From an optimization exercise on the open Yosys and OpenROAD flow, aimed at small area; shortcuts taken in it are not production practice. The RTL was checked by simulation tests, not by an equivalence proof against the original design. No driver is modelled on the clock port, so clocking that relies on it looks cheaper here than on a real chip. Power figures rest on the tool's default switching activity, not on a simulated workload.

==> flow/design.v <==
module LandauController (
    input  wire clk,
    input  wire rst,
    input  wire rx,
    output wire tx
);
    reg  [10:0] presc;
    wire        tick = presc[10] & presc[9] & presc[7] & presc[6] & presc[2] & presc[1] & presc[0];
    wire [2:0]  ph   = presc[2:0];
    wire        win  = (presc[10:3] == 8'd0);
    always @(posedge clk or posedge rst)
        if (rst) presc <= 11'd0;
        else     presc <= tick ? 11'd0 : presc + 11'd1;
    reg [3:0] rxbit;
    reg [1:0] rxsub;
    wire rx_idle = (rxbit == 4'd9);
    wire rsamp   = tick & (rxsub == 2'd1) & ~rx_idle;    
    wire rdata   = rsamp & ~rxbit[3];                    
    wire rend    = rsamp & (rxbit == 4'd8);              
    always @(posedge clk or posedge rst)
        if (rst)
            rxbit <= 4'd9;
        else if (rx_idle) begin
            if (!rx) rxbit <= 4'd15;
        end else if (tick) begin
            if (rend)               rxbit <= 4'd9;
            else if (rxsub == 2'd2) rxbit <= rxbit + 4'd1;
        end
    always @(posedge clk)
        if (rx_idle)
            rxsub <= 2'd0;
        else if (tick)
            rxsub <= (rxsub == 2'd2) ? 2'd0 : rxsub + 2'd1;
    localparam P_AA = 2'd0, P_PID = 2'd1, P_VAL = 2'd2, P_END = 2'd3;
    reg [1:0] ps;
    reg       mt;                   
    reg       p0, p1;               
    reg       f1, f2, f69;          
    reg [7:0] marks;
    reg       pv;                   
    reg [2:0] pl;                   
    reg       rtest;                
    wire [2:0] k = rxbit[2:0];
    reg  pat1, pat2, pat69;
    always @(*) begin
        case (k)
            3'd4:    pat1 = 1'b1;
            default: pat1 = 1'b0;
        endcase
        case (k)
            3'd5:    pat2 = 1'b1;
            default: pat2 = 1'b0;
        endcase
        case (k)
            3'd0, 3'd3, 3'd5, 3'd6: pat69 = 1'b1;
            default:                pat69 = 1'b0;
        endcase
    end
    wire        is69   = f69 & p0 & ~p1;
    wire        islane = f1 | f2;
    wire [2:0]  lane   = {f2, ~p1, ~p0};
    wire [7:0]  mnew   = marks | ({7'd0, islane} << lane);
    wire        fend   = rend & (ps == P_END) & mt;            
    wire        go     = fend & (is69 | (islane & (&mnew)));   
    reg  [2:0] txbyte;    
    reg  [3:0] txbit;     
    reg  [1:0] txsub;
    wire       hold = txbyte[2] & ~(txbyte[1] & txbyte[0] & txbit[3]);
    wire       endw = win & (ph == 3'd7);
    always @(posedge clk or posedge rst)
        if (rst) begin
            ps    <= P_AA;
            marks <= 8'd0;
            pv    <= 1'b0;
        end else begin
            if (rend) begin
                case (ps)
                    P_AA:    if (mt) ps <= P_PID;
                    P_PID:   ps <= P_VAL;
                    P_VAL:   ps <= P_END;
                    default: ps <= P_AA;
                endcase
            end
            if (fend & (islane | is69)) begin
                pv    <= 1'b1;
                marks <= go ? 8'd0 : mnew;
            end else if (pv & ~hold & endw)
                pv <= 1'b0;
        end
    always @(posedge clk) begin
        if (rx_idle)
            mt <= 1'b1;
        else if (rdata)
            mt <= mt & (rx == (k[0] ^ (ps == P_END)));
        if (rdata & (ps == P_PID)) begin
            if (k == 3'd0) begin
                p0 <= rx; f1 <= 1'b1; f2 <= 1'b1; f69 <= rx;
            end else if (k == 3'd1) begin
                p1 <= rx; f69 <= f69 & ~rx;
            end else begin
                f1  <= f1  & (rx == pat1);
                f2  <= f2  & (rx == pat2);
                f69 <= f69 & (rx == pat69);
            end
        end
        if (fend) pl <= lane;
        if (go)   rtest <= is69;
    end
    reg clr;    
    always @(posedge clk or posedge rst)
        if (rst)       clr <= 1'b1;
        else if (endw) clr <= 1'b0;
    reg [7:0] vl;                         
    wire vwr = (ps == P_VAL) & ~rxbit[3] & (rxsub == 2'd2) & win & (ph == k) & ~rx_idle;
    always @(posedge clk)
        vl <= {vwr ? rx : vl[0], vl[7:1]};
    wire wtest = is69 & (ps == P_AA);
    reg [7:0] ln [0:7];                   
    wire cw = pv & ~hold;
    genvar g;
    generate
        for (g = 0; g < 8; g = g + 1) begin : lanes
            wire we = cw & (wtest ? (g[1:0] == 2'd0) : (pl == g[2:0]));
            always @(posedge clk)
                ln[g] <= {clr ? 1'b0 : (we ? vl[0] : ln[g][0]), ln[g][7:1]};
        end
    endgenerate
    reg txr;
    reg qd1, qd2;                      
    assign tx = txr;
    wire [2:0] d = txbit[2:0];         
    reg  nbit;
    always @(*) begin
        case (txbyte)
            3'd2:    nbit = d[0];                                   
            3'd3:    nbit = rtest ? (d == 3'd1 || d == 3'd6)        
                                  : (d == 3'd0 || d == 3'd3 || d == 3'd5 || d == 3'd6);  
            3'd0:    nbit = ~d[0];                                  
            default: nbit = qd1;                                    
        endcase
    end
    always @(posedge clk or posedge rst)
        if (rst) begin
            txbyte <= 3'd1; txr <= 1'b1;
        end else if (tick) begin
            if (txbyte == 3'd1) begin
                if (go) begin
                    txbyte <= 3'd2; txr <= 1'b0;
                end
            end else if (txsub == 2'd2) begin
                if (txbit == 4'd9) begin
                    txbyte <= txbyte + 3'd1;
                    txr    <= (txbyte == 3'd0);
                end else
                    txr    <= (txbit == 4'd8) ? 1'b1 : nbit;
            end
        end
    always @(posedge clk)
        if (tick) begin
            if (txbyte == 3'd1) begin
                txbit <= 4'd0; txsub <= 2'd0;
            end else if (txsub == 2'd2) begin
                txsub <= 2'd0;
                txbit <= (txbit == 4'd9) ? 4'd0 : txbit + 4'd1;
            end else
                txsub <= txsub + 2'd1;
        end
    wire pass1 = ~txbyte[2] & txbyte[1];       
    wire pass2 = txbyte[2];                    
    wire step  = (pass1 | pass2) & ~txbit[3] & (txsub == 2'd1) & win & (ph == d);
    wire [4:0] i  = {txbyte[2] & txbyte[1], txbyte[0], d};
    wire [4:0] j  = i - 5'd1;
    wire i0   = (i == 5'd0);
    wire i16  = (i == 5'd16);
    wire ge17 = i[4] & (i[3:0] != 4'd0);
    wire m_lo1 = i[3] ? ln[1][0] : ln[0][0];
    wire m_hi1 = i[3] ? ln[3][0] : ln[2][0];
    wire m_lo2 = j[3] ? ln[5][7] : ln[4][7];
    wire m_hi2 = j[3] ? ln[7][7] : ln[6][7];
    reg cA, cB, sg1, sg2;
    reg [2:0] acc;
    wire x1  = i[4] ? m_hi1 : m_lo1;                          
    wire x2  = rtest ? i16 : (~i0 & (j[4] ? m_hi2 : m_lo2));  
    wire ca  = ~i0 & cA;
    wire s   = x1 ^ x2 ^ ca;
    wire coA = (x1 & x2) | (x1 & ca) | (x2 & ca);
    wire y1  = i[4] ? sg1 : m_hi1;                            
    wire y2  = ge17 ? sg2 : (j[4] ? m_lo2 : m_hi2);           
    wire h   = y1 ^ y2 ^ cB;
    wire coB = (y1 & y2) | (y1 & cB) | (y2 & cB);
    wire [2:0] u  = acc + {2'd0, qd2} + {2'd0, s};
    wire       q  = h ^ u[0];
    wire [2:0] vn = {1'b0, u[2:1]} + {2'd0, u[0] & ~h};
    wire [2:0] an = i0 ? 3'd0 : acc;
    reg  [2:0] acc_n;
    always @(*) begin
        case ({s, an})
            4'b0_000: acc_n = 3'd0;
            4'b0_001: acc_n = 3'd3;
            4'b0_010: acc_n = 3'd1;
            4'b0_011: acc_n = 3'd4;
            4'b0_100: acc_n = 3'd2;
            4'b1_000: acc_n = 3'd2;
            4'b1_001: acc_n = 3'd0;
            4'b1_010: acc_n = 3'd3;
            4'b1_011: acc_n = 3'd1;
            4'b1_100: acc_n = 3'd4;
            default:  acc_n = 3'd0;
        endcase
    end
    always @(posedge clk)
        if (step) begin
            cA  <= coA;
            sg1 <= i[4] ? sg1 : m_hi1;
            sg2 <= ge17 ? sg2 : y2;
            if (pass1) begin
                acc <= acc_n;
                qd1 <= 1'b0;
                qd2 <= 1'b0;
                if (i[3:0] == 4'd15) cB <= coA;
            end else begin
                acc <= vn;
                cB  <= coB;
                qd2 <= qd1;
                qd1 <= rtest ? s : q;
            end
        end
endmodule
==> flow/flow/run.sh <==
#!/bin/bash
# Standard layout, but clock tree synthesis without dummy loads.
set -euo pipefail
export CTS_ARGS="-sink_clustering_enable -repair_clock_nets -dont_use_dummy_load -buf_list sky130_fd_sc_hd__clkbuf_8"
bash standard.sh finish > standard.log 2>&1
==> flow/standard.sh <==
#!/bin/bash
# synth_recipe.tcl (not shown) runs the flow's synth.tcl, then flattens the netlist and writes it again
# the make line also repeats each setting of config.mk as NAME=value (left out here)
make -C /OpenROAD-flow-scripts/flow DESIGN_CONFIG=/design/flow/config.mk WORK_HOME=/design/flow/orfs CLKGATE_MAP_FILE= SYNTH_SCRIPT=/design/flow/synth_recipe.tcl "${@:-finish}"
==> flow/config.mk <==
export PLATFORM = sky130hd
export DESIGN_NAME = LandauController
export DESIGN_NICKNAME = LandauController
export VERILOG_FILES = /design/flow/design.v
export SDC_FILE = /design/flow/constraint.sdc
export NUM_CORES = 4
export LEC_CHECK = 0
export CAP_MARGIN = 20
export CORE_MARGIN = 2
export CORE_UTILIZATION = 40
export SLEW_MARGIN = 20
==> flow/constraint.sdc <==
create_clock -name core_clock -period 20.0 [get_ports {clk}]
set_input_delay 4.0000 -clock core_clock [delete_from_list [all_inputs] [get_ports {clk}]]
set_output_delay 4.0000 -clock core_clock [all_outputs]
set_load 0.01 [all_outputs]
==> impl_metrics.env, run 1 <==
export IMPL_status="finished clean"
export IMPL_syn_nets=536
export IMPL_p_switching_uw=82.7
export IMPL_finalClockSkew_ps=34.2
export IMPL_vias=3470
export IMPL_grt_pass1_vias=3499
export IMPL_cts_sinks=130
export IMPL_crit_fanout=3
export IMPL_cp_slowest_cell="dfstp_2"
export IMPL_crit_type="register to primary output"
export IMPL_design_area_um2=5880
export IMPL_min_from="ln[7][4]"
export IMPL_vias_per_cell=5.10
export IMPL_worstHoldPathCells=0
export IMPL_fin_setup_tns_ps=0
export IMPL_rsz0062_at_grt="no"
export IMPL_cp_required_ps=16000
export IMPL_antennaDiodeCount=0
export IMPL_clockRootBuffer="clkbuf_8"
export IMPL_whs_endpoint="ln[7][3]"
export IMPL_hold_violations=0
export IMPL_clock_latency_ps=430
export IMPL_worst_setup_path_end_kind="primary output"
export IMPL_finalWeightedCongestion=0.828
export IMPL_leakage_uw=0.00241
export IMPL_crit_buf_inv=1
export IMPL_crit_path_start_kind="register"
export IMPL_cts_tree="built"
export IMPL_post_cts_buffers=0
export IMPL_cts_max_level=4
export IMPL_crit_path_max_incr_delay_ps=540
export IMPL_grt_pass1_wl_mm=16.8
export IMPL_hpwlAfterDp_mm=6.89
export IMPL_cts_hold_buf=0
export IMPL_initial_utilization_pct=41.1
export IMPL_portBuffers=3
export IMPL_rr_startpoint="txbit[0]"
export IMPL_rr_worst_depth=14
export IMPL_power_frac_comb_pct=0.6
export IMPL_p_int_uw=342
export IMPL_dieWidth_um=121
export IMPL_antenna_found_initial=0
export IMPL_arrival_ps=1490
export IMPL_synth_seq_area_share_pct=55.0
export IMPL_routed_top_layer="met4"
export IMPL_max_vdd_ir_drop_uv=37.2
export IMPL_synth_flop_cell="dfxtp_1"
export IMPL_placed_cell_area_um2=5650
export IMPL_coreArea_um2=13300
export IMPL_avgSynthCellArea_um2=10.9
export IMPL_worst_pin_slew_ps=644
export IMPL_dr_wl_met2_mm=4.61
export IMPL_netlist_area_um2=5460
export IMPL_ant_nets=0
export IMPL_power_frac_clock_pct=36.6
export IMPL_slew_headroom_pct=57.0
export IMPL_ios=4
export IMPL_crit_chain="clkdlybuf4s50_1"
export IMPL_drive_gt1_share_pct=7.94
export IMPL_fin_cells=680
export IMPL_power_density_nw_per_um2=72.3
export IMPL_drc=0
export IMPL_post_route_period_util_pct=27.4
export IMPL_dieArea_um2=14600
export IMPL_ys_async_sr_fraction_pct=23.8
export IMPL_first_pass_iters=4
export IMPL_timing_fmax_mhz=182
export IMPL_drv_cap=0
export IMPL_period_needed_ps=5490
export IMPL_grt_usage_pct=14.8
export IMPL_area_growth_synth_to_final_pct=7.72
export IMPL_swShare_pct=19.5
export IMPL_grt_ovfl_total=0
export IMPL_met1_length_mm=4.81
export IMPL_setup_violations=0
export IMPL_grt_start_max_net_pins=32
export IMPL_core_rowCount=42
export IMPL_drv_slew=0
export IMPL_yosysWarnings=2
export IMPL_drt_iter0_drc=224
export IMPL_ys_ff_latch=130
export IMPL_r2r_end="acc[1]"
export IMPL_placed_cells=663
export IMPL_routed_wl_mm=9.71
export IMPL_numCtsBuffers=17
export IMPL_synth_distinct_cells=69
export IMPL_p_seq_share_pct=62.8
export IMPL_n_fill_cell=1259
export IMPL_clock_path_buffers=2
export IMPL_die_h_um=121
export IMPL_syn_inst=499
export IMPL_route_met3_wl_um=220
export IMPL_cts_repair_resized=0
export IMPL_hp_class="register to register"
export IMPL_ff2ff_setup_slack_ps=15680
export IMPL_whs_ps=305
export IMPL_final_nets=543
export IMPL_synth_edff_count=24
export IMPL_crit_family="flip-flops"
export IMPL_cts_clk_slew_worst_paths_ps=90
export IMPL_avgRoutedWirePerCell_um=14.3
[power by group through the flow]
stage	Clock [uW]	Combinational, uW	Sequential, uW
floorplan	0	1.70	272
global placement	0	2.74	272
detailed placement	0	2.78	272
CTS	163	2.79	267
global route	173	3.10	267
finish	155	2.66	267
[sequential cells by signal, summed over array words and instances (netlist names), 2 cells and up]
| register | count |
|---|---|
| acc | 3 |
| ln | 64 |
| marks | 8 |
| pl | 3 |
| presc | 11 |
| ps | 2 |
| rxbit | 4 |
| rxsub | 2 |
| txbit | 4 |
| txbyte | 3 |
| txsub | 2 |
| vl | 8 |
[logic make-up after synthesis]
| family | synth area share, % |
|---|---|
| compound gates | 9.86 |
| xor+xnor | 3.21 |
| fa+ha+maj | 8.21 |
| buf+inv | 4.03 |
| flops | 55.0 |
| mux | 3.58 |
| simple gates | 16.1 |
[routing by layer]
metal	track usage, %	vias to the layer above
met3	3.82	4
met2	23.8	33
met1	19.1	1693
li1	-	1740
met5	0	-
met4	5.67	0
[cell usage in the layout, fill, tap and decap left out, types with 4 or more instances in the layout]
cell type,Yosys,layout
a21oi_1,14,14
a31oi_1,9,9
and2_1,6,6
and3_1,4,4
clkbuf_8,0,17
dfrtp_1,26,26
dfstp_2,5,5
dfxtp_1,75,75
edfxtp_1,24,24
ha_1,31,31
inv_1,39,39
mux2i_1,15,15
nand2_1,30,30
nand2b_1,5,5
nand3_1,13,13
nand4_1,9,9
nand4b_1,4,4
nor2_1,49,49
nor2b_1,6,6
nor3_1,10,10
nor4_1,4,4
o21a_1,5,5
o21ai_0,17,17
o31ai_1,4,4
xnor2_1,11,11
xor2_1,9,9
[cell usage after synthesis (3+ instances only)]
master | count | area (um^2)
edfxtp_1 | 24 | 721
nor4_1 | 4 | 25.0
nand4b_1 | 4 | 35.0
a31oi_1 | 9 | 56.3
nand3_1 | 13 | 65.1
inv_1 | 39 | 146
and2_1 | 6 | 37.5
fa_1 | 3 | 60.1
a21oi_1 | 14 | 70.1
dfrtp_1 | 26 | 651
xor2_1 | 9 | 78.8
nor2_1 | 49 | 184
nor3_1 | 10 | 50.1
xnor2_1 | 11 | 96.3
dfxtp_1 | 75 | 1500
dfstp_2 | 5 | 131
o31ai_1 | 4 | 30.0
nand2_1 | 30 | 113
o211ai_1 | 3 | 22.5
nor2b_1 | 6 | 37.5
buf_2 | 5 | 25.0
mux2i_1 | 15 | 150
nand2b_1 | 5 | 31.3
o21ai_0 | 17 | 85.1
a41oi_1 | 3 | 26.3
nor4b_1 | 3 | 26.3
nand4_1 | 9 | 56.3
and3_1 | 4 | 25.0
o21a_1 | 5 | 37.5
ha_1 | 31 | 388
clkbuf_1 | 8 | 30.0
[through the flow]
step / utilization (%) / setup WS (ps) / total power, uW
3_5_place_dp: 42.5 / 14340 / 275
3_3_place_gp: 42.5 / 14390 / 275
4_1_cts: 44.2 / 14480 / 433
2_1_floorplan: - / 14930 / 274
6_report: 44.2 / 14510 / 425
5_1_grt: 44.2 / 14470 / 443
[cell type report]
cell class,count,area (um^2),share of cell area (%)
Clock buffer,17,234,3.98
Inverter,40,150,2.55
Multi-Input combinational cell,313,2230,38.0
Sequential cell,130,3000,51.1
Tap cell,176,220,3.74
Timing Repair Buffer,4,37.5,0.638
[how the worst max path moves through the flow]
stage                     startpoint        to  depth (start not counted)
final                            txr        tx                          1
after global routing             txr        tx                          1
after CTS                        txr        tx                          1
after detailed placement          rx  rxbit[3]                          6
after global placement            rx  rxbit[3]                          6
after floorplan                   rx  rxbit[3]                          6
[worst reg2reg max path, cell delays in order (launching register included)]
cell and delay (ps):
edfxtp_1 540, inv_1 180, ha_1 220, nor3b_1 560, nand2_1 220, and2_1 220, fa_1 660, inv_1 110
fa_1 490, inv_1 40, ha_1 200, ha_1 210, ha_1 270, nand2_1 60, o21ai_1 60
==> run 2, diff against run 1 <==
==> flow/run.sh (new file) <==
#!/bin/bash
# synth_recipe.tcl (not shown) runs the flow's synth.tcl, then flattens the netlist and writes it again
# the make line also repeats each setting of config.mk as NAME=value (left out here)
make -C /OpenROAD-flow-scripts/flow DESIGN_CONFIG=/design/flow/config.mk WORK_HOME=/design/flow/orfs CLKGATE_MAP_FILE= SYNTH_SCRIPT=/design/flow/synth_recipe.tcl finish
--- a/flow/config.mk
+++ b/flow/config.mk
@@ -9,3 +9,4 @@
 export CORE_MARGIN = 2
 export CORE_UTILIZATION = 40
+export CTS_BUF_LIST = sky130_fd_sc_hd__clkbuf_8
 export SLEW_MARGIN = 20
removed: flow/flow/run.sh
removed: flow/standard.sh
==> run 2 against run 1 <==
  * Maximum frequency fell by 0.51%
  * Clock-buffer cell count did not move
  * Critical endpoint unchanged
  * Clock skew fell by 19 ps
  * Synthesized cell count did not move
  * Die area did not move
  * Largest cell class unchanged
  * Critical path type unchanged
  * Non-clock buffer count did not move
  * Sequential share of layout area fell by 1.3 points
  * Still clean on timing, DRC and antenna
  * Worst setup slack got worse by 28 ps
  * Utilization rose by 1.2 points
  * Total power rose by 14%
  * Routed wire length rose by 1.7%
==> impl_metrics.env, run 2 <==
export IMPL_cts_tree="built"
export IMPL_ff2ff_setup_slack_ps=15730
export IMPL_portBuffers=3
export IMPL_cts_sinks=130
export IMPL_clockRootBuffer="clkbuf_8"
export IMPL_post_cts_buffers=0
export IMPL_slew_headroom_pct=59.3
export IMPL_drv_cap=0
export IMPL_setup_violations=0
export IMPL_synth_top_area_cell="dfxtp_1"
export IMPL_final_common_cell="dfxtp_1"
export IMPL_first_pass_iters=4
export IMPL_finalClockSkew_ps=14.7
export IMPL_antenna_found_initial=0
export IMPL_hp_class="register to register"
export IMPL_largest_reg_flops=64
export IMPL_yosysMostFrequentCell="dfxtp_1"
export IMPL_whs_endpoint="ln[0][4]"
export IMPL_crit_path_start_kind="register"
export IMPL_vias_per_cell=5.07
export IMPL_hpwlAfterDp_mm=6.89
export IMPL_cts_repair_resized=0
export IMPL_initial_utilization_pct=41.1
export IMPL_regMostFlops="ln"
export IMPL_layout_common_cells="dfxtp_1, nor2_1, inv_1, ha_1, nand2_1"
export IMPL_area_growth_synth_to_final_pct=10.6
export IMPL_finalWeightedCongestion=0.828
export IMPL_top_regs="ln x64, presc x11"
export IMPL_clock_path_buffers=2
export IMPL_placed_cell_area_um2=5650
export IMPL_ys_async_sr_fraction_pct=23.8
export IMPL_worst_pin_slew_ps=609
export IMPL_avgSynthCellArea_um2=10.9
export IMPL_synth_distinct_cells=69
export IMPL_placed_cells=663
export IMPL_cp_required_ps=16000
export IMPL_yosysWarnings=2
export IMPL_design_area_um2=6040
export IMPL_power_frac_clock_pct=44.6
export IMPL_post_route_period_util_pct=27.6
export IMPL_drive_gt1_share_pct=10.6
export IMPL_synth_area_leaders="dfxtp_1, edfxtp_1, dfrtp_1"
export IMPL_syn_inst=499
export IMPL_r2r_end="acc[1]"
export IMPL_timing_fmax_mhz=181
export IMPL_synth_top_area_share_pct=27.5
export IMPL_ys_ff_latch=130
export IMPL_worstHoldPathCells=0
export IMPL_max_vdd_ir_drop_uv=44.2
export IMPL_crit_chain="clkdlybuf4s50_1"
export IMPL_crit_type="register to primary output"
export IMPL_rr_startpoint="txbit[0]"
export IMPL_cts_clk_slew_worst_paths_ps=90
export IMPL_cts_hold_buf=0
export IMPL_swShare_pct=25.6
export IMPL_synth_seq_area_share_pct=55.0
export IMPL_fin_setup_tns_ps=0
export IMPL_drc=0
export IMPL_final_nets=543
export IMPL_whs_ps=325
export IMPL_grt_start_max_net_pins=32
export IMPL_min_from="ln[0][5]"
export IMPL_ios=4
export IMPL_grt_pass1_vias=3524
export IMPL_grt_pass1_wl_mm=17.0
export IMPL_numCtsBuffers=17
export IMPL_drt_iter0_drc=250
export IMPL_crit_family="flip-flops"
export IMPL_period_needed_ps=5520
export IMPL_die_h_um=121
export IMPL_ant_nets=0
export IMPL_worst_setup_path_end_kind="primary output"
export IMPL_routed_wl_mm=9.87
export IMPL_antennaDiodeCount=0
export IMPL_arrival_ps=1520
export IMPL_rr_worst_depth=14
export IMPL_grt_usage_pct=14.9
export IMPL_avgRoutedWirePerCell_um=14.2
export IMPL_synth_flop_cell="dfxtp_1"
export IMPL_power_frac_comb_pct=0.6
export IMPL_crit_fanout=3
export IMPL_p_int_uw=361
export IMPL_leakage_uw=0.00248
export IMPL_crit_buf_inv=1
export IMPL_cts_max_level=4
export IMPL_syn_nets=536
export IMPL_status="finished clean"
export IMPL_core_rowCount=42
export IMPL_coreArea_um2=13300
export IMPL_clock_latency_ps=440
export IMPL_netlist_area_um2=5460
export IMPL_dieWidth_um=121
export IMPL_vias=3522
export IMPL_cp_slowest_cell="dfstp_2"
export IMPL_grt_ovfl_total=0
export IMPL_p_switching_uw=124
export IMPL_p_seq_share_pct=54.9
export IMPL_power_density_nw_per_um2=80.4
export IMPL_rsz0062_at_grt="no"
export IMPL_dieArea_um2=14600
export IMPL_drv_slew=0
export IMPL_ys_top_cells_by_count="dfxtp_1, nor2_1, inv_1"
export IMPL_fin_cells=695
export IMPL_crit_path_max_incr_delay_ps=550
export IMPL_hold_violations=0
export IMPL_synth_edff_count=24
==> run 2: cell families (layout without fill, tap and decap cells) <==
kind of cell	Yosys count	count (layout)	synth area share (%)
compound gates	78	78	9.86
xor+xnor	20	20	3.21
fa+ha+maj	34	34	8.21
buf+inv	56	76	4.03
flops	130	130	55.0
mux	18	18	3.58
simple gates	163	163	16.1
==> run 2: power groups by stage <==
stage / logic [uW] / registers (uW) / clock network [uW]
final: 2.68 / 266 / 216
after global routing: 3.12 / 267 / 234
after CTS: 2.80 / 266 / 223
after detailed placement: 2.78 / 272 / 0
after global placement: 2.74 / 272 / 0
after floorplan: 1.70 / 272 / 0
==> run 2: worst max-delay path by stage <==
stage	startpoint	endpoint	slack, ps	cells after the start
after floorplan	rx	rxbit[3]	14930	6
after global placement	rx	rxbit[3]	14390	6
after detailed placement	rx	rxbit[3]	14340	6
after CTS	txr	tx	14450	1
after global routing	txr	tx	14440	1
final	txr	tx	14480	1
==> run 2: cell type report <==
cell class | instances | area, um^2
Clock buffer | 17 | 234
Inverter | 40 | 150
Tap cell | 176 | 220
Sequential cell | 130 | 3000
Fill cell | 1251 | 7260
Multi-Input combinational cell | 313 | 2230
Clock inverter | 15 | 158
Timing Repair Buffer | 4 | 37.5
==> run 2: layer usage <==
layer	vias up	GRT usage (%)	wire, um
met2	43	24.0	4660
met5	-	0	0
met4	0	5.31	141
li1	1757	-	-
met3	13	4.25	278
met1	1709	19.2	4790
==> run 2: metrics by stage <==
stage,setup WS (ps),power (uW),utilization [%]
detailed placement,14340,275,42.5
finish,14480,486,45.4
global route,14440,504,45.4
floorplan,14930,274,-
CTS,14450,493,45.4
global placement,14390,275,42.5
==> run 3, diff against run 2 <==
--- a/flow/config.mk
+++ b/flow/config.mk
@@ -9,4 +9,3 @@
 export CORE_MARGIN = 2
 export CORE_UTILIZATION = 40
-export CTS_BUF_LIST = sky130_fd_sc_hd__clkbuf_8
 export SLEW_MARGIN = 20
==> run 3 against run 2 <==
  * Maximum frequency rose by 0.71%
  * Via count fell by 0.43%
  * Still clean on timing, DRC and antenna
  * Cell area up 3.2%
  * Critical endpoint unchanged
  * Routed wire length is 1.8% higher
  * Die area is the same
  * Flip-flop and latch count did not move
  * Worst setup slack improved by 39 ps
==> impl_metrics.env, run 3 <==
export IMPL_status="finished clean"
export IMPL_leakage_uw=0.00256
export IMPL_vias_per_cell=5.05
export IMPL_worst_setup_path_end_kind="primary output"
export IMPL_top_regs="ln x64, presc x11"
export IMPL_synth_edff_count=24
export IMPL_regMostFlops="ln"
export IMPL_hpwlAfterDp_mm=6.89
export IMPL_worstHoldPathCells=0
export IMPL_grt_usage_pct=15.0
export IMPL_coreArea_um2=13300
export IMPL_placed_cell_area_um2=5650
export IMPL_synth_flop_cell="dfxtp_1"
export IMPL_cp_slowest_cell="dfstp_2"
export IMPL_crit_chain="clkdlybuf4s50_1"
export IMPL_dieWidth_um=121
export IMPL_drv_slew=0
export IMPL_slew_headroom_pct=59.1
export IMPL_die_h_um=121
export IMPL_syn_inst=499
export IMPL_arrival_ps=1480
export IMPL_ys_top_cells_by_count="dfxtp_1, nor2_1, inv_1"
export IMPL_power_density_nw_per_um2=91.3
export IMPL_placed_cells=663
export IMPL_routed_wl_mm=10.0
export IMPL_portBuffers=3
export IMPL_grtUsageMet3_pct=3.96
export IMPL_cts_sinks=130
export IMPL_final_common_cell="dfxtp_1"
export IMPL_yosysWarnings=2
export IMPL_whs_endpoint="ln[0][4]"
export IMPL_setup_violations=0
export IMPL_timing_fmax_mhz=183
export IMPL_post_route_period_util_pct=27.4
export IMPL_core_rowCount=42
export IMPL_avgSynthCellArea_um2=10.9
export IMPL_cts_clk_slew_worst_paths_ps=60
export IMPL_ys_ff_latch=130
export IMPL_dieArea_um2=14600
export IMPL_antenna_found_initial=0
export IMPL_min_from="ln[0][5]"
export IMPL_grt_ovfl_total=0
export IMPL_fin_setup_tns_ps=0
export IMPL_hp_class="register to register"
export IMPL_crit_fanout=3
export IMPL_avgRoutedWirePerCell_um=14.5
export IMPL_grt_use_met2_pct=24.4
export IMPL_yosysMostFrequentCell="dfxtp_1"
export IMPL_clock_latency_ps=410
export IMPL_ant_nets=0
export IMPL_rr_worst_depth=14
export IMPL_layout_common_cells="dfxtp_1, nor2_1, inv_1, ha_1, nand2_1"
export IMPL_busiest_layer="met2"
export IMPL_crit_type="register to primary output"
export IMPL_cts_tree="built"
export IMPL_max_vdd_ir_drop_uv=63.7
export IMPL_drv_cap=0
export IMPL_initial_utilization_pct=41.1
export IMPL_synth_distinct_cells=69
export IMPL_area_growth_synth_to_final_pct=14.1
export IMPL_synth_top_area_share_pct=27.5
export IMPL_grt_pass1_vias=3551
export IMPL_crit_family="flip-flops"
export IMPL_first_pass_iters=4
export IMPL_synth_area_leaders="dfxtp_1, edfxtp_1, dfrtp_1"
export IMPL_design_area_um2=6230
export IMPL_crit_path_max_incr_delay_ps=540
export IMPL_clockRootBuffer="clkbuf_16"
export IMPL_drive_gt1_share_pct=10.6
export IMPL_cts_hold_buf=0
export IMPL_r2r_end="acc[1]"
export IMPL_clock_path_buffers=2
export IMPL_netlist_area_um2=5460
export IMPL_antennaDiodeCount=0
export IMPL_final_nets=543
export IMPL_rr_startpoint="txbit[0]"
export IMPL_worst_pin_slew_ps=612
export IMPL_period_needed_ps=5480
export IMPL_vias=3507
export IMPL_finalWeightedCongestion=0.828
export IMPL_cts_repair_resized=0
export IMPL_grt_pass1_wl_mm=17.1
export IMPL_finalClockSkew_ps=8.39
export IMPL_ys_async_sr_fraction_pct=23.8
export IMPL_utilization_pct=46.9
export IMPL_synth_seq_area_share_pct=55.0
export IMPL_post_cts_buffers=0
export IMPL_ios=4
export IMPL_fin_cells=695
export IMPL_cts_max_level=4
export IMPL_synth_top_area_cell="dfxtp_1"
export IMPL_largest_reg_flops=64
export IMPL_rsz0062_at_grt="no"
export IMPL_crit_buf_inv=1
export IMPL_drc=0
export IMPL_drt_iter0_drc=261
export IMPL_numCtsBuffers=17
export IMPL_crit_path_start_kind="register"
export IMPL_use_met1_pct=19.3
export IMPL_syn_nets=536
export IMPL_cp_required_ps=16000
export IMPL_ff2ff_setup_slack_ps=15720
export IMPL_grt_start_max_net_pins=32
export IMPL_hold_violations=0
[run 3: how the worst max path moves through the flow]
| stage | depth (start not counted) | to | slack (ps) | startpoint |
|---|---|---|---|---|
| after floorplan | 6 | rxbit[3] | 14930 | rx |
| after global placement | 6 | rxbit[3] | 14390 | rx |
| after detailed placement | 6 | rxbit[3] | 14340 | rx |
| after CTS | 1 | tx | 14490 | txr |
| after global routing | 1 | tx | 14480 | txr |
| final | 1 | tx | 14520 | txr |
[run 3: stage by stage]
step                hold slack (ps)  power (uW)  setup slack, ps
finish                          322         569            14520
global route                    334         587            14480
CTS                             323         576            14490
floorplan                       310         274            14930
detailed placement              312         275            14340
global placement                310         275            14390
[run 3: layout make-up]
| class | count | area, um^2 |
|---|---|---|
| clock inverters | 15 | 158 |
| flip-flops and latches | 130 | 3000 |
| well taps | 176 | 220 |
| fillers | 1221 | 7070 |
| inverters | 40 | 150 |
| clock buffers | 17 | 425 |
| multi-input cells | 313 | 2230 |
| repair buffers | 4 | 37.5 |
[run 3: cell families after synthesis]
family / after synthesis / synth area share [%]
AND/OR/NAND/NOR: 163 / 16.1
flip-flops: 130 / 55.0
AO/OA/AOI/OAI: 78 / 9.86
buffers and inverters: 56 / 4.03
adder cells (fa/ha/maj): 34 / 8.21
XOR/XNOR: 20 / 3.21
multiplexers: 18 / 3.58
[run 3: power breakdown]
part           switching [uW]  total, uW  internal [uW]
sequential             0.0249        267            267
clock                     132        299            167
combinational            1.85       2.69          0.842
total                     134        569            435
[run 3: per-layer routing]
layer / vias to the layer above / routed length, um / share of wire, %
met5: - / 0 / 0
met4: 0 / 108 / 1.1
met3: 7 / 274 / 2.7
met2: 36 / 4840 / 48
met1: 1707 / 4820 / 48
li1: 1757 / - / -
==> run 4, diff against run 3 <==
--- a/flow/design.v
+++ b/flow/design.v
@@ -37,5 +37,4 @@
     reg       p0, p1;               
     reg       f1, f2, f69;          
-    reg [7:0] marks;
     reg       pv;                   
     reg [2:0] pl;                   
@@ -60,7 +59,10 @@
     wire        islane = f1 | f2;
     wire [2:0]  lane   = {f2, ~p1, ~p0};
-    wire [7:0]  mnew   = marks | ({7'd0, islane} << lane);
+    reg  [7:0]  mk;
+    reg         scan;
+    wire        mbit   = mk[0] | (ph == lane);
+    wire        others = (ph == 3'd0 ? 1'b1 : scan) & mbit;
     wire        fend   = rend & (ps == P_END) & mt;            
-    wire        go     = fend & (is69 | (islane & (&mnew)));   
+    wire        go     = fend & (is69 | (islane & others));    
     reg  [2:0] txbyte;    
     reg  [3:0] txbit;     
@@ -71,5 +73,4 @@
         if (rst) begin
             ps    <= P_AA;
-            marks <= 8'd0;
             pv    <= 1'b0;
         end else begin
@@ -82,8 +83,7 @@
                 endcase
             end
-            if (fend & (islane | is69)) begin
+            if (fend & (islane | is69))
                 pv    <= 1'b1;
-                marks <= go ? 8'd0 : mnew;
-            end else if (pv & ~hold & endw)
+            else if (pv & ~hold & endw)
                 pv <= 1'b0;
         end
@@ -116,6 +116,10 @@
         vl <= {vwr ? rx : vl[0], vl[7:1]};
     wire wtest = is69 & (ps == P_AA);
+    wire cw    = pv & ~hold;
+    always @(posedge clk) begin
+        scan <= others;
+        mk   <= {~clr & (txbyte != 3'd2) & (mk[0] | (cw & (ph == pl))), mk[7:1]};
+    end
     reg [7:0] ln [0:7];                   
-    wire cw = pv & ~hold;
     genvar g;
     generate
==> flow/flow/run.sh (new file) <==
#!/bin/bash
set -euo pipefail
export CTS_ARGS="-sink_clustering_enable -repair_clock_nets -dont_use_dummy_load -buf_list sky130_fd_sc_hd__clkbuf_8"
bash standard.sh cts > standard_cts.log 2>&1
R=orfs/results/$FLOW_PLATFORM/LandauController/base
openroad -no_init -exit flow/shrink_clk.tcl > shrink_clk.log 2>&1
bash standard.sh finish > standard.log 2>&1
==> flow/flow/shrink_clk.tcl (new file) <==
# Shrink clock buffers after CTS, checking clock-pin slew with placement parasitics.
set plat $::env(FLOW_PLATFORM)
set res orfs/results/$plat/LandauController/base
read_liberty $::env(FLOW_HOME)/platforms/$plat/lib/sky130_fd_sc_hd__tt_025C_1v80.lib
read_db $res/4_cts.odb
read_sdc $res/4_cts.sdc
source $::env(FLOW_HOME)/platforms/$plat/setRC.tcl
set limit 0.105
set sizes {sky130_fd_sc_hd__clkbuf_2 sky130_fd_sc_hd__clkbuf_4 sky130_fd_sc_hd__clkbuf_8}
proc max_slew {} {
  estimate_parasitics -placement
  set mx 0
  foreach p [get_pins -hierarchical */CLK] {
    set s [get_property $p slew_max]
    if {$s > $mx} { set mx $s }
  }
  return $mx
}
puts "before: max clock pin slew [max_slew]"
foreach inst [get_cells clkbuf_*] {
  set name [get_full_name $inst]
  set orig [get_full_name [get_lib_cells -of_objects $inst]]
  set orig [lindex [split $orig /] end]
  foreach sz $sizes {
    if {$sz == $orig} { break }
    replace_cell $name $sz
    set s [max_slew]
    if {$s <= $limit} {
      puts "$name: $orig -> $sz (max slew $s)"
      break
    }
    replace_cell $name $orig
  }
}
puts "after: max clock pin slew [max_slew]"
write_db $res/4_cts.odb
==> flow/standard.sh (new file) <==
#!/bin/bash
# synth_recipe.tcl (not shown) runs the flow's synth.tcl, then flattens the netlist and writes it again
# the make line also repeats each setting of config.mk as NAME=value (left out here)
make -C /OpenROAD-flow-scripts/flow DESIGN_CONFIG=/design/flow/config.mk WORK_HOME=/design/flow/orfs CLKGATE_MAP_FILE= SYNTH_SCRIPT=/design/flow/synth_recipe.tcl "${@:-finish}"
removed: flow/run.sh
==> run 4 against run 3 <==
  * Clock-buffer cell count did not move
  * Still clean on timing, DRC and antenna
  * Hold slack worse by 14 ps
  * Routed wire length down 9.0%
  * Clock power down about 60%
  * Via count decreased by 9.2%
==> impl_metrics.env, run 4 <==
export IMPL_p_int_uw=313
export IMPL_cp_slowest_cell="dfstp_2"
export IMPL_crit_path_max_incr_delay_ps=540
export IMPL_area_growth_synth_to_final_pct=6.03
export IMPL_cts_clk_slew_worst_paths_ps=90
export IMPL_power_density_nw_per_um2=70.8
export IMPL_dieWidth_um=118
export IMPL_die_h_um=118
export IMPL_r2r_end="acc[1]"
export IMPL_netlist_area_um2=5230
export IMPL_whs_ps=308
export IMPL_antennaDiodeCount=0
export IMPL_rsz0062_at_grt="no"
export IMPL_synth_top_area_share_pct=32.2
export IMPL_numCtsBuffers=17
export IMPL_timing_fmax_mhz=175
export IMPL_final_common_cell="dfxtp_1"
export IMPL_cp_num_cells=1
export IMPL_finalPower_uw=392
export IMPL_finalClockSkew_ps=51.8
export IMPL_swShare_pct=20.1
export IMPL_p_seq_share_pct=68.5
export IMPL_placed_cells=626
export IMPL_met1_length_mm=4.47
export IMPL_yosysMostFrequentCell="dfxtp_1"
export IMPL_power_frac_clock_pct=30.8
export IMPL_rr_worst_depth=15
export IMPL_worst_pin_slew_ps=896
export IMPL_power_frac_comb_pct=0.7
export IMPL_p_switching_uw=79.1
export IMPL_n_fill_cell=1239
export IMPL_grt_pass1_wl_mm=15.4
export IMPL_vias_per_cell=4.95
export IMPL_crit_family="flip-flops"
export IMPL_regMostFlops="ln"
export IMPL_ios=4
export IMPL_vias=3186
export IMPL_hold_violations=0
export IMPL_utilization_pct=43.7
export IMPL_grt_usage_pct=14.1
export IMPL_whs_endpoint="ln[7][4]"
export IMPL_drv_cap=0
export IMPL_grt_pass1_vias=3161
export IMPL_final_nets=510
export IMPL_post_cts_buffers=0
export IMPL_cts_hold_buf=0
export IMPL_cts_max_level=4
export IMPL_portBuffers=3
export IMPL_cts_repair_resized=0
export IMPL_ys_ff_latch=131
export IMPL_worstHoldPathCells=0
export IMPL_routed_wl_mm=9.14
export IMPL_coreArea_um2=12700
export IMPL_rr_startpoint="txbit[0]"
export IMPL_synth_area_leaders="dfxtp_1, edfxtp_1, dfrtp_1"
export IMPL_antenna_found_initial=0
export IMPL_initial_utilization_pct=41.3
export IMPL_route_met3_wl_um=252
export IMPL_slew_headroom_pct=40.2
export IMPL_layout_common_cells="dfxtp_1, nor2_1, inv_1, ha_1, nand2_1"
export IMPL_clockRootBuffer="clkbuf_8"
export IMPL_setup_violations=0
export IMPL_hpwlAfterDp_mm=6.42
export IMPL_period_needed_ps=5710
export IMPL_ys_top_cells_by_count="dfxtp_1, nor2_1, inv_1"
export IMPL_routed_top_layer="met4"
export IMPL_leakage_uw=0.00228
export IMPL_worst_setup_path_end_kind="primary output"
export IMPL_synth_distinct_cells=63
export IMPL_crit_path_start_kind="register"
export IMPL_drc=0
export IMPL_fin_setup_tns_ps=0
export IMPL_fin_cells=643
export IMPL_max_vdd_ir_drop_uv=32.0
export IMPL_synth_edff_count=24
export IMPL_ys_async_sr_fraction_pct=17.6
export IMPL_crit_chain="clkdlybuf4s50_1"
export IMPL_finalWeightedCongestion=0.794
export IMPL_hp_class="register to register"
export IMPL_top_regs="ln x64, presc x11"
export IMPL_synth_seq_area_share_pct=57.1
export IMPL_largest_reg_flops=64
export IMPL_min_from="ln[7][5]"
export IMPL_clock_latency_ps=660
export IMPL_synth_flop_cell="dfxtp_1"
export IMPL_synth_top_area_cell="dfxtp_1"
export IMPL_grt_start_max_net_pins=24
export IMPL_drt_iter0_drc=137
export IMPL_post_route_period_util_pct=28.5
export IMPL_crit_fanout=3
export IMPL_clock_path_buffers=2
export IMPL_ff2ff_setup_slack_ps=15850
export IMPL_dr_wl_met2_mm=4.29
export IMPL_cts_sinks=131
export IMPL_cp_required_ps=16000
export IMPL_drive_gt1_share_pct=7.22
export IMPL_crit_type="register to primary output"
export IMPL_syn_nets=503
export IMPL_avgSynthCellArea_um2=11.2
export IMPL_avgRoutedWirePerCell_um=14.2
export IMPL_cts_tree="built"
export IMPL_grt_ovfl_total=0
export IMPL_dieArea_um2=14000
export IMPL_crit_buf_inv=1
export IMPL_status="finished clean"
export IMPL_first_pass_iters=4
export IMPL_core_rowCount=41
export IMPL_ant_nets=0
export IMPL_arrival_ps=1710
export IMPL_syn_inst=466
export IMPL_drv_slew=0
export IMPL_yosysWarnings=2
run 4: changes by cell type after synthesis, sizes merged, moves of 3 or more:
cell and delta:
dfrtp -8, o211ai -3, nand3 -5, dfxtp +9, mux2 +3, nand2 -4, xnor2 +5, o21a -5
nor2 -8, a31oi -4
run 4: per-layer routing:
layer | vias to the layer above | global-route usage (%)
met2 | 43 | 22.2
li1 | 1601 | -
met1 | 1531 | 17.9
met3 | 11 | 4.34
met4 | 0 | 5.87
met5 | - | 0
run 4: kinds of logic after synthesis:
kind of cell | share of synthesized area, %
and+or+nand+nor | 14.1
DFF | 57.1
AOI/OAI and AO/OA | 7.71
buffers and inverters | 4.31
adders and majority gates | 8.57
xor gates and xnor gates | 4.02
muxes | 4.19
run 4: stage by stage:
stage,cell area [um^2],setup WS [ps]
3_5_place_dp,5400,14510
2_1_floorplan,5230,15300
5_1_grt,5540,14200
3_3_place_gp,5400,14550
6_report,5540,14290
4_1_cts,5630,14480
run 4: area by class of cell:
class / instances / area, um^2 / area share, %
timing repair buffer: 3 / 30.0 / 0.542
multi-input combinational: 280 / 2020 / 36.4
sequential: 131 / 2980 / 53.8
clock buffer: 17 / 145 / 2.62
inverter: 40 / 150 / 2.71
tap: 172 / 215 / 3.88
run 4: worst max path at each step:
stage                     startpoint       end  slack, ps
after CTS                        txr        tx      14480
after global placement            rx  rxbit[1]      14550
after global routing             txr        tx      14200
after detailed placement          rx  rxbit[1]      14510
final                            txr        tx      14290
after floorplan                   rx  rxbit[1]      15300
run 4: power groups by stage:
stage	registers, uW	logic (uW)	clock network, uW
3_5_place_dp	275	2.97	0
5_1_grt	269	3.30	139
6_report	269	2.86	121
2_1_floorplan	274	2.16	0
3_3_place_gp	275	2.89	0
4_1_cts	269	2.97	161
==> run 5, diff against run 4 <==
--- a/flow/design.v
+++ b/flow/design.v
@@ -9,4 +9,10 @@
     wire [2:0]  ph   = presc[2:0];
     wire        win  = (presc[10:3] == 8'd0);
+    wire        w64  = (presc[10:6] == 5'd0);      
+    wire        e64  = w64 & (presc[5:0] == 6'd63);
+    reg  [2:0]  phh;
+    always @(posedge clk)
+        if (ph == 3'd7) phh <= phh + 3'd1;
+    wire [5:0]  ph64 = {phh, ph};
     always @(posedge clk or posedge rst)
         if (rst) presc <= 11'd0;
@@ -36,27 +42,25 @@
     reg       mt;                   
     reg       p0, p1;               
-    reg       f1, f2, f69;          
+    reg [1:0] cs;                   
     reg       pv;                   
     reg [2:0] pl;                   
     reg       rtest;                
     wire [2:0] k = rxbit[2:0];
-    reg  pat1, pat2, pat69;
+    reg [1:0] cs_n;
     always @(*) begin
+        cs_n = cs;
         case (k)
-            3'd4:    pat1 = 1'b1;
-            default: pat1 = 1'b0;
+            3'd2: if (rx) cs_n = 2'd0;
+            3'd3: if (rx) cs_n = (cs == 2'd1) ? 2'd3 : 2'd0;
+            3'd4: if (cs == 2'd1) cs_n = rx ? 2'd1 : 2'd2;
+                  else if (rx) cs_n = 2'd0;
+            3'd5: if (rx == (cs == 2'd1)) cs_n = 2'd0;
+            3'd6: if (rx != (cs == 2'd3)) cs_n = 2'd0;
+            default: if (rx) cs_n = 2'd0;
         endcase
-        case (k)
-            3'd5:    pat2 = 1'b1;
-            default: pat2 = 1'b0;
-        endcase
-        case (k)
-            3'd0, 3'd3, 3'd5, 3'd6: pat69 = 1'b1;
-            default:                pat69 = 1'b0;
-        endcase
-    end
-    wire        is69   = f69 & p0 & ~p1;
-    wire        islane = f1 | f2;
-    wire [2:0]  lane   = {f2, ~p1, ~p0};
+    end
+    wire        is69   = (cs == 2'd3) & p0 & ~p1;
+    wire        islane = cs[0] ^ cs[1];
+    wire [2:0]  lane   = {cs[1], ~p1, ~p0};
     reg  [7:0]  mk;
     reg         scan;
@@ -85,5 +89,5 @@
             if (fend & (islane | is69))
                 pv    <= 1'b1;
-            else if (pv & ~hold & endw)
+            else if (pv & ~hold & e64)
                 pv <= 1'b0;
         end
@@ -95,12 +99,9 @@
         if (rdata & (ps == P_PID)) begin
             if (k == 3'd0) begin
-                p0 <= rx; f1 <= 1'b1; f2 <= 1'b1; f69 <= rx;
-            end else if (k == 3'd1) begin
-                p1 <= rx; f69 <= f69 & ~rx;
-            end else begin
-                f1  <= f1  & (rx == pat1);
-                f2  <= f2  & (rx == pat2);
-                f69 <= f69 & (rx == pat69);
-            end
+                p0 <= rx; cs <= 2'd1;
+            end else if (k == 3'd1)
+                p1 <= rx;
+            else
+                cs <= cs_n;
         end
         if (fend) pl <= lane;
@@ -110,5 +111,5 @@
     always @(posedge clk or posedge rst)
         if (rst)       clr <= 1'b1;
-        else if (endw) clr <= 1'b0;
+        else if (e64)  clr <= 1'b0;
     reg [7:0] vl;                         
     wire vwr = (ps == P_VAL) & ~rxbit[3] & (rxsub == 2'd2) & win & (ph == k) & ~rx_idle;
@@ -121,13 +122,8 @@
         mk   <= {~clr & (txbyte != 3'd2) & (mk[0] | (cw & (ph == pl))), mk[7:1]};
     end
-    reg [7:0] ln [0:7];                   
-    genvar g;
-    generate
-        for (g = 0; g < 8; g = g + 1) begin : lanes
-            wire we = cw & (wtest ? (g[1:0] == 2'd0) : (pl == g[2:0]));
-            always @(posedge clk)
-                ln[g] <= {clr ? 1'b0 : (we ? vl[0] : ln[g][0]), ln[g][7:1]};
-        end
-    endgenerate
+    reg [63:0] al;
+    wire we = cw & (wtest ? (phh[1:0] == 2'd0) : (phh == pl));
+    always @(posedge clk)
+        al <= {clr ? 1'b0 : (we ? vl[0] : al[0]), al[63:1]};
     reg txr;
     reg qd1, qd2;                      
@@ -172,23 +168,18 @@
     wire pass1 = ~txbyte[2] & txbyte[1];       
     wire pass2 = txbyte[2];                    
-    wire step  = (pass1 | pass2) & ~txbit[3] & (txsub == 2'd1) & win & (ph == d);
+    wire step  = (pass1 | pass2) & ~txbit[3] & (txsub == 2'd1) & w64 & (ph64 == {1'b0, i});
     wire [4:0] i  = {txbyte[2] & txbyte[1], txbyte[0], d};
-    wire [4:0] j  = i - 5'd1;
     wire i0   = (i == 5'd0);
     wire i16  = (i == 5'd16);
     wire ge17 = i[4] & (i[3:0] != 4'd0);
-    wire m_lo1 = i[3] ? ln[1][0] : ln[0][0];
-    wire m_hi1 = i[3] ? ln[3][0] : ln[2][0];
-    wire m_lo2 = j[3] ? ln[5][7] : ln[4][7];
-    wire m_hi2 = j[3] ? ln[7][7] : ln[6][7];
     reg cA, cB, sg1, sg2;
     reg [2:0] acc;
-    wire x1  = i[4] ? m_hi1 : m_lo1;                          
-    wire x2  = rtest ? i16 : (~i0 & (j[4] ? m_hi2 : m_lo2));  
+    wire x1  = al[0];                                         
+    wire x2  = rtest ? i16 : (~i0 & al[31]);                  
     wire ca  = ~i0 & cA;
     wire s   = x1 ^ x2 ^ ca;
     wire coA = (x1 & x2) | (x1 & ca) | (x2 & ca);
-    wire y1  = i[4] ? sg1 : m_hi1;                            
-    wire y2  = ge17 ? sg2 : (j[4] ? m_lo2 : m_hi2);           
+    wire y1  = i[4] ? sg1 : al[16];                           
+    wire y2  = ge17 ? sg2 : al[47];                           
     wire h   = y1 ^ y2 ^ cB;
     wire coB = (y1 & y2) | (y1 & cB) | (y2 & cB);
@@ -216,5 +207,5 @@
         if (step) begin
             cA  <= coA;
-            sg1 <= i[4] ? sg1 : m_hi1;
+            sg1 <= i[4] ? sg1 : al[16];
             sg2 <= ge17 ? sg2 : y2;
             if (pass1) begin
==> run 5 against run 4 <==
  * Flip-flop and latch count is 2 higher
  * Highest routed layer unchanged
  * Area after synthesis decreased by 0.34%
  * Sequential power is 1% higher
  * Critical endpoint unchanged
  * Worst setup slack improved by 110 ps
  * Clock skew down 10 ps
  * Non-clock buffer count is the same
  * Total power up 2.5%
  * Maximum frequency up 2.0%
  * First-iteration DRC count increased by 46%
  * Via count is 0.88% higher
==> impl_metrics.env, run 5 <==
export IMPL_leakage_uw=0.00234
export IMPL_rr_worst_depth=14
export IMPL_crit_fanout=3
export IMPL_post_cts_buffers=0
export IMPL_cts_sinks=133
export IMPL_setup_violations=0
export IMPL_core_rowCount=41
export IMPL_cp_required_ps=16000
export IMPL_antennaDiodeCount=0
export IMPL_syn_nets=499
export IMPL_largest_reg_flops=64
export IMPL_grt_usage_pct=14.2
export IMPL_portBuffers=3
export IMPL_finalPower_uw=402
export IMPL_dieArea_um2=14000
export IMPL_grt_pass1_wl_mm=15.6
export IMPL_ff2ff_setup_slack_ps=15870
export IMPL_dieWidth_um=118
export IMPL_regMostFlops="al"
export IMPL_crit_chain="clkdlybuf4s50_1"
export IMPL_route_met3_wl_um=255
export IMPL_rsz0062_at_grt="no"
export IMPL_hold_violations=0
export IMPL_slew_headroom_pct=32.8
export IMPL_grt_pass1_vias=3179
export IMPL_ys_ff_latch=133
export IMPL_finalWeightedCongestion=0.782
export IMPL_fin_setup_tns_ps=0
export IMPL_synth_edff_count=26
export IMPL_ys_async_sr_fraction_pct=17.3
export IMPL_timing_fmax_mhz=179
export IMPL_ant_nets=0
export IMPL_synth_flop_cell="dfxtp_1"
export IMPL_cts_hold_buf=0
export IMPL_cp_slowest_cell="dfstp_2"
export IMPL_syn_inst=458
export IMPL_post_route_period_util_pct=28.0
export IMPL_hp_class="register to register"
export IMPL_grt_start_max_net_pins=24
export IMPL_rr_startpoint="txbit[0]"
export IMPL_routed_wl_mm=9.35
export IMPL_avgRoutedWirePerCell_um=14.6
export IMPL_drive_gt1_share_pct=7.28
export IMPL_layout_common_cells="dfxtp_1, inv_1, ha_1, nand2_1, nor2_1"
export IMPL_vias_per_cell=5.03
export IMPL_power_density_nw_per_um2=72.5
export IMPL_hpwlAfterDp_mm=6.41
export IMPL_drc=0
export IMPL_cts_max_level=4
export IMPL_crit_buf_inv=1
export IMPL_worstHoldPathCells=0
export IMPL_cts_tree="built"
export IMPL_yosysMostFrequentCell="dfxtp_1"
export IMPL_numCtsBuffers=17
export IMPL_final_nets=510
export IMPL_coreArea_um2=12700
export IMPL_crit_type="register to primary output"
export IMPL_drt_iter0_drc=200
export IMPL_met1_length_mm=4.59
export IMPL_crit_family="flip-flops"
export IMPL_clock_path_buffers=2
export IMPL_synth_top_area_share_pct=32.3
export IMPL_worst_setup_path_end_kind="primary output"
export IMPL_drv_slew=0
export IMPL_finalClockSkew_ps=41.8
export IMPL_clock_latency_ps=520
export IMPL_r2r_end="acc[1]"
export IMPL_ios=4
export IMPL_top_regs="al x64, presc x11"
export IMPL_antenna_found_initial=0
export IMPL_max_vdd_ir_drop_uv=38.3
export IMPL_routed_top_layer="met4"
export IMPL_synth_area_leaders="dfxtp_1, edfxtp_1, dfrtp_1"
export IMPL_status="finished clean"
export IMPL_period_needed_ps=5600
export IMPL_synth_distinct_cells=61
export IMPL_min_from="al[10]"
export IMPL_first_pass_iters=4
export IMPL_avgSynthCellArea_um2=11.4
export IMPL_cts_clk_slew_worst_paths_ps=100
export IMPL_die_h_um=118
export IMPL_final_common_cell="dfxtp_1"
export IMPL_placed_cell_area_um2=5400
export IMPL_vias=3214
export IMPL_whs_endpoint="al[9]"
export IMPL_crit_path_max_incr_delay_ps=560
export IMPL_ys_top_cells_by_count="dfxtp_1, inv_1, ha_1"
export IMPL_design_area_um2=5540
export IMPL_synth_top_area_cell="dfxtp_1"
export IMPL_drv_cap=0
export IMPL_clockRootBuffer="clkbuf_8"
export IMPL_n_fill_cell=1204
export IMPL_synth_seq_area_share_pct=58.4
export IMPL_worst_pin_slew_ps=1000
export IMPL_yosysWarnings=1
export IMPL_area_growth_synth_to_final_pct=6.41
export IMPL_arrival_ps=1600
export IMPL_crit_path_start_kind="register"
export IMPL_initial_utilization_pct=41.1
export IMPL_netlist_area_um2=5210
export IMPL_dr_wl_met2_mm=4.33
export IMPL_grt_ovfl_total=0
export IMPL_cts_repair_resized=0
-- run 5: changes by cell type after synthesis, moves of 6 or more --
cell | before | now
xnor2_1 | 16 | 9
mux2i_1 | 14 | 5
nor2_1 | 41 | 27
xor2_1 | 8 | 17
a21oi_1 | 14 | 20
-- run 5: how the worst max path moves through the flow --
stage	slack, ps	cells after the start	from	endpoint
CTS	14470	1	txr	tx
finish	14400	1	txr	tx
global route	14310	1	txr	tx
detailed placement	14220	5	rx	cs[0]
floorplan	14800	5	rx	cs[0]
global placement	14270	5	rx	cs[0]
-- run 5: routing by layer --
metal,track usage (%),up-vias
met5,0,-
met4,5.57,0
met3,4.55,16
met2,22.3,60
met1,18.3,1543
li1,-,1595
-- run 5: power breakdown --
part	internal, uW	total [uW]	leakage [uW]	switching (uW)
logic	1.68	4.73	0.00108	3.05
clock network	44.1	124	0.0000855	79.8
registers	273	273	0.00117	0.462
total	319	402	0.00234	83.3
-- run 5: cell families after synthesis --
logic type                 share of synthesized area [%]
xor gates and xnor gates                            4.37
muxes                                               1.39
buffers and inverters                               4.25
AOI/OAI and AO/OA                                   9.20
adders and majority gates                           9.56
and+or+nand+nor                                     12.8
DFF                                                 58.4
-- run 5: cell type report --
cell class	instances	area [um^2]	share of cell area, %
flip-flops and latches	133	3040	54.9
multi-input cells	270	1940	35.1
well taps	172	215	3.88
inverters	44	166	3.00
clock buffers	17	144	2.60
repair buffers	3	30.0	0.542
-- run 5: worst reg2reg max path, stage by stage, from the launching register on --
cell      delay, ps
edfxtp_1        550
inv_1           140
ha_1            200
nor3b_1         420
nand2_1         290
and2_1          250
fa_1            600
inv_1           120
fa_1            490
inv_1            40
ha_1            190
ha_1            190
ha_1            260
nand2_1          50
o21ai_0          70
-- run 5: stage by stage --
step / util (%) / worst slack (ps) / hold WS, ps / std cells
6_report: 43.8 / 14400 / 299 / 639
5_1_grt: 43.8 / 14310 / 306 / 639
4_1_cts: 44.5 / 14470 / 312 / 639
3_5_place_dp: 42.6 / 14220 / 312 / 622
3_3_place_gp: 42.6 / 14270 / 311 / 622
2_1_floorplan: - / 14800 / 310 / 458
==> run 6, diff against run 5 <==
--- a/flow/design.v
+++ b/flow/design.v
@@ -6,5 +6,6 @@
 );
     reg  [10:0] presc;
-    wire        tick = presc[10] & presc[9] & presc[7] & presc[6] & presc[2] & presc[1] & presc[0];
+    wire        tick = presc[10] & presc[9] & ~presc[8] & presc[7] & presc[6] & presc[2] & presc[1] & presc[0];
+    wire        clr  = presc[10] & presc[9] & presc[8] & presc[7] & presc[6];
     wire [2:0]  ph   = presc[2:0];
     wire        win  = (presc[10:3] == 8'd0);
@@ -16,5 +17,5 @@
     wire [5:0]  ph64 = {phh, ph};
     always @(posedge clk or posedge rst)
-        if (rst) presc <= 11'd0;
+        if (rst) presc <= 11'd1984;
         else     presc <= tick ? 11'd0 : presc + 11'd1;
     reg [3:0] rxbit;
@@ -108,8 +109,4 @@
         if (go)   rtest <= is69;
     end
-    reg clr;    
-    always @(posedge clk or posedge rst)
-        if (rst)       clr <= 1'b1;
-        else if (e64)  clr <= 1'b0;
     reg [7:0] vl;                         
     wire vwr = (ps == P_VAL) & ~rxbit[3] & (rxsub == 2'd2) & win & (ph == k) & ~rx_idle;
@@ -173,5 +170,6 @@
     wire i16  = (i == 5'd16);
     wire ge17 = i[4] & (i[3:0] != 4'd0);
-    reg cA, cB, sg1, sg2;
+    wire ge18 = i[4] & (i[3:1] != 3'd0);
+    reg cA, cB;
     reg [2:0] acc;
     wire x1  = al[0];                                         
@@ -180,7 +178,7 @@
     wire s   = x1 ^ x2 ^ ca;
     wire coA = (x1 & x2) | (x1 & ca) | (x2 & ca);
-    wire y1  = i[4] ? sg1 : al[16];                           
-    wire y2  = ge17 ? sg2 : al[47];                           
-    wire h   = y1 ^ y2 ^ cB;
+    wire y1  = ~i[4] ? al[16] : (ge17 ? al[14] : al[15]);
+    wire y2  = ge17 ? al[46] : al[47];
+    wire h   = ge18 ? cB : (y1 ^ y2 ^ cB);
     wire coB = (y1 & y2) | (y1 & cB) | (y2 & cB);
     wire [2:0] u  = acc + {2'd0, qd2} + {2'd0, s};
@@ -207,6 +205,4 @@
         if (step) begin
             cA  <= coA;
-            sg1 <= i[4] ? sg1 : al[16];
-            sg2 <= ge17 ? sg2 : y2;
             if (pass1) begin
                 acc <= acc_n;
@@ -216,5 +212,5 @@
             end else begin
                 acc <= vn;
-                cB  <= coB;
+                cB  <= ge17 ? h : coB;
                 qd2 <= qd1;
                 qd1 <= rtest ? s : q;
==> run 6 against run 5 <==
  * Combinational power grew 0.8%
  * Clock skew down 7.4 ps
  * Clock-buffer cell count unchanged
  * Critical path depth up 4
  * Routed wire length fell by 0.76%
  * Die area is 0.81% lower
  * First-iteration DRC count shrank 23%
  * Area after synthesis decreased by 0.84%
  * Utilization shrank 0.33 points
  * Clock power fell by 3%
  * Hold slack gained 5.4 ps
  * Flip-flop and latch count down 3
==> impl_metrics.env, run 6 <==
export IMPL_synth_top_area_cell="dfxtp_1"
export IMPL_crit_fanout=12
export IMPL_top_regs="al x64, presc x11"
export IMPL_power_frac_clock_pct=30.6
export IMPL_period_needed_ps=5680
export IMPL_multi_input_area_um2=1970
export IMPL_rsz0062_at_grt="no"
export IMPL_n_fill_cell=1225
export IMPL_hold_violations=0
export IMPL_crit_family="buffers and inverters"
export IMPL_drv_cap=0
export IMPL_max_vdd_ir_drop_uv=42.9
export IMPL_power_density_nw_per_um2=71.4
export IMPL_yosysWarnings=1
export IMPL_synth_distinct_cells=65
export IMPL_hpwlAfterDp_mm=6.64
export IMPL_ys_ff_latch=130
export IMPL_post_route_period_util_pct=28.4
export IMPL_grt_ovfl_total=0
export IMPL_crit_path_start_kind="input port"
export IMPL_vias=3126
export IMPL_whs_ps=305
export IMPL_netlist_area_um2=5170
export IMPL_initial_utilization_pct=40.9
export IMPL_die_h_um=118
export IMPL_final_nets=507
export IMPL_synth_edff_count=24
export IMPL_power_frac_comb_pct=1.2
export IMPL_crit_chain="clkdlybuf4s50_1, or3_1, a21oi_1, a211oi_1, a311oi_1"
export IMPL_vias_per_cell=4.92
export IMPL_antennaDiodeCount=0
export IMPL_finalWeightedCongestion=0.768
export IMPL_p_switching_uw=79.2
export IMPL_dieArea_um2=13800
export IMPL_crit_type="input port to register"
export IMPL_regMostFlops="al"
export IMPL_coreArea_um2=12600
export IMPL_ys_async_sr_fraction_pct=16.9
export IMPL_grt_pass1_vias=3200
export IMPL_hp_class="register to register"
export IMPL_status="finished clean"
export IMPL_crit_buf_inv=1
export IMPL_ios=4
export IMPL_area_growth_synth_to_final_pct=6.08
export IMPL_fin_setup_tns_ps=0
export IMPL_portBuffers=3
export IMPL_drive_gt1_share_pct=7.97
export IMPL_post_cts_buffers=0
export IMPL_finalClockSkew_ps=34.4
export IMPL_p_seq_share_pct=68.2
export IMPL_grt_usage_pct=14.5
export IMPL_syn_nets=501
export IMPL_slew_headroom_pct=41.0
export IMPL_core_rowCount=41
export IMPL_clock_path_buffers=2
export IMPL_syn_inst=460
export IMPL_clockRootBuffer="clkbuf_8"
export IMPL_cts_hold_buf=0
export IMPL_swShare_pct=20.2
export IMPL_final_common_cell="dfxtp_1"
export IMPL_ant_nets=0
export IMPL_routed_wl_mm=9.28
export IMPL_timing_fmax_mhz=176
export IMPL_drt_iter0_drc=155
export IMPL_synth_area_leaders="dfxtp_1, edfxtp_1, ha_1"
export IMPL_synth_top_area_share_pct=32.6
export IMPL_cts_max_level=4
export IMPL_placed_cell_area_um2=5340
export IMPL_fin_ws_ps=14320
export IMPL_cts_clk_slew_worst_paths_ps=110
export IMPL_first_pass_iters=5
export IMPL_avgRoutedWirePerCell_um=14.6
export IMPL_grt_start_max_net_pins=23
export IMPL_largest_reg_flops=64
export IMPL_yosysMostFrequentCell="dfxtp_1"
export IMPL_cts_tree="built"
export IMPL_ff2ff_setup_slack_ps=15780
export IMPL_numCtsBuffers=17
export IMPL_cts_sinks=130
export IMPL_cts_repair_resized=0
export IMPL_seq_area_um2=2960
export IMPL_crit_path_max_incr_delay_ps=630
export IMPL_dieWidth_um=118
export IMPL_synth_flop_cell="dfxtp_1"
export IMPL_ys_top_cells_by_count="dfxtp_1, inv_1, ha_1"
export IMPL_p_int_uw=312
export IMPL_place_ws_ps=13940
export IMPL_grt_pass1_wl_mm=15.8
export IMPL_drv_slew=0
export IMPL_worst_pin_slew_ps=884
export IMPL_antenna_found_initial=0
export IMPL_leakage_uw=0.00223
export IMPL_clock_latency_ps=400
export IMPL_cp_slowest_cell="clkdlybuf4s50_1"
export IMPL_setup_violations=0
export IMPL_cp_required_ps=20060
export IMPL_synth_seq_area_share_pct=57.4
export IMPL_drc=0
export IMPL_worst_setup_path_end_kind="register"
export IMPL_avgSynthCellArea_um2=11.2
export IMPL_layout_common_cells="dfxtp_1, inv_1, ha_1, nor2_1"
export IMPL_arrival_ps=5740
export IMPL_design_area_um2=5480
[run 6: changes by cell type in the layout (fill, tap and decap cells not counted), moves of 5 or more]
| cell | change |
|---|---|
| nor2_1 | +5 |
| o21ai_0 | -6 |
| dfrtp_1 | -5 |
| o31ai_1 | -5 |
[run 6: cells by family (layout without fill, tap and decap cells)]
group                    Yosys count  count (layout)  share of synthesized area, %
multiplexers                       8               8                          1.67
flip-flops                       130             130                          57.4
AO/OA/AOI/OAI                     74              74                          9.15
buffers and inverters             58              62                          4.53
XOR/XNOR                          29              29                          4.92
AND/OR/NAND/NOR                  123             123                          12.7
adder cells (fa/ha/maj)           38              38                          9.64
[run 6: final cells by class]
class,instances,area share [%]
clock buffer,17,2.58
inverter,41,2.81
tap,172,3.93
sequential,130,54.1
timing repair buffer,4,0.685
multi-input combinational,272,35.9
[run 6: stage by stage]
stage | util, % | cells | power (uW)
final | 43.4 | 636 | 391
after global routing | 43.4 | 636 | 409
after CTS | 44.2 | 636 | 434
after detailed placement | 42.3 | 619 | 278
after global placement | 42.3 | 619 | 277
after floorplan | - | 460 | 276
[run 6: final timing paths]
check / start / endpoint / depth (start not counted)
max in group asynchronous: rst / presc[5] / 2
worst min-delay path: al[58] / al[57] / 0
worst max register to register: txbit[0] / acc[1] / 14
worst max-delay path: rx / cs[0] / 5
worst min register to register: al[58] / al[57] / 0
min in group asynchronous: rst / txbyte[1] / 2
[run 6: power groups by stage]
stage | combinational [uW] | sequential (uW) | clock [uW]
6_report | 4.77 | 267 | 120
5_1_grt | 5.42 | 267 | 136
4_1_cts | 4.83 | 267 | 162
3_5_place_dp | 4.80 | 273 | 0
3_3_place_gp | 4.56 | 273 | 0
2_1_floorplan | 3.62 | 273 | 0
[run 6: layer usage]
layer / track usage (%) / part of all wire (%) / vias up
met5: 0 / 0 / -
met4: 4.97 / 1.4 / 0
met3: 4.65 / 3.8 / 10
met2: 23.0 / 47 / 49
met1: 18.7 / 47 / 1490
li1: - / - / 1577
[run 6: worst register-to-register path, stage by stage (launching register included)]
cell	delay (ps)
edfxtp_1	520
inv_1	170
ha_1	230
or3b_1	480
nand2b_1	300
and2_1	220
fa_1	600
inv_1	120
fa_1	500
inv_1	50
ha_1	190
ha_1	190
ha_1	270
nand2_1	50
o21ai_0	80

[re-timing with driven ports]
The flow's constraints put no driver on any port. The routed layouts listed below were extracted and timed again, unchanged, in two steps.
Step 1 sets driving cells, clkbuf_16 on the clock port and buf_2 on the other inputs (assumed; they add their load-dependent delay and slew).
Step 2, shift: input delay + t, output delay - t, t = (earliest + latest rising clock arrival at the registers) / 2. This alone moves slack from input paths to output paths.
Slacks: ideal / step 1 / step 2; pairs: ideal / step 1.
| run | shift t [ns] | slack for setup (ns) | slew at the worst register clock pin (ns) | worst data-port slew with drivers (ns) |
|---|---|---|---|---|
| run 1 | 0.444 | 14.511 / 14.478 / 14.306 | 0.09 / 0.09 | 0.03 |
| run 2 | 0.470 | 14.483 / 14.449 / 14.314 | 0.09 / 0.09 | 0.03 |
| run 3 | 0.443 | 14.522 / 14.482 / 14.290 | 0.06 / 0.06 | 0.03 |
| run 4 | 0.671 | 14.291 / 14.261 / 14.497 | 0.11 / 0.11 | 0.03 |
| run 5 | 0.526 | 14.405 / 14.376 / 14.171 | 0.10 / 0.10 | 0.03 |
| run 6 | 0.423 | 14.320 / 14.333 / 13.910 | 0.11 / 0.11 | 0.03 |
After both steps every run listed still meets setup and hold. The setup slack of run 6, which loses most, moves by +0.013 ns with the drivers and by -0.410 ns with both steps.
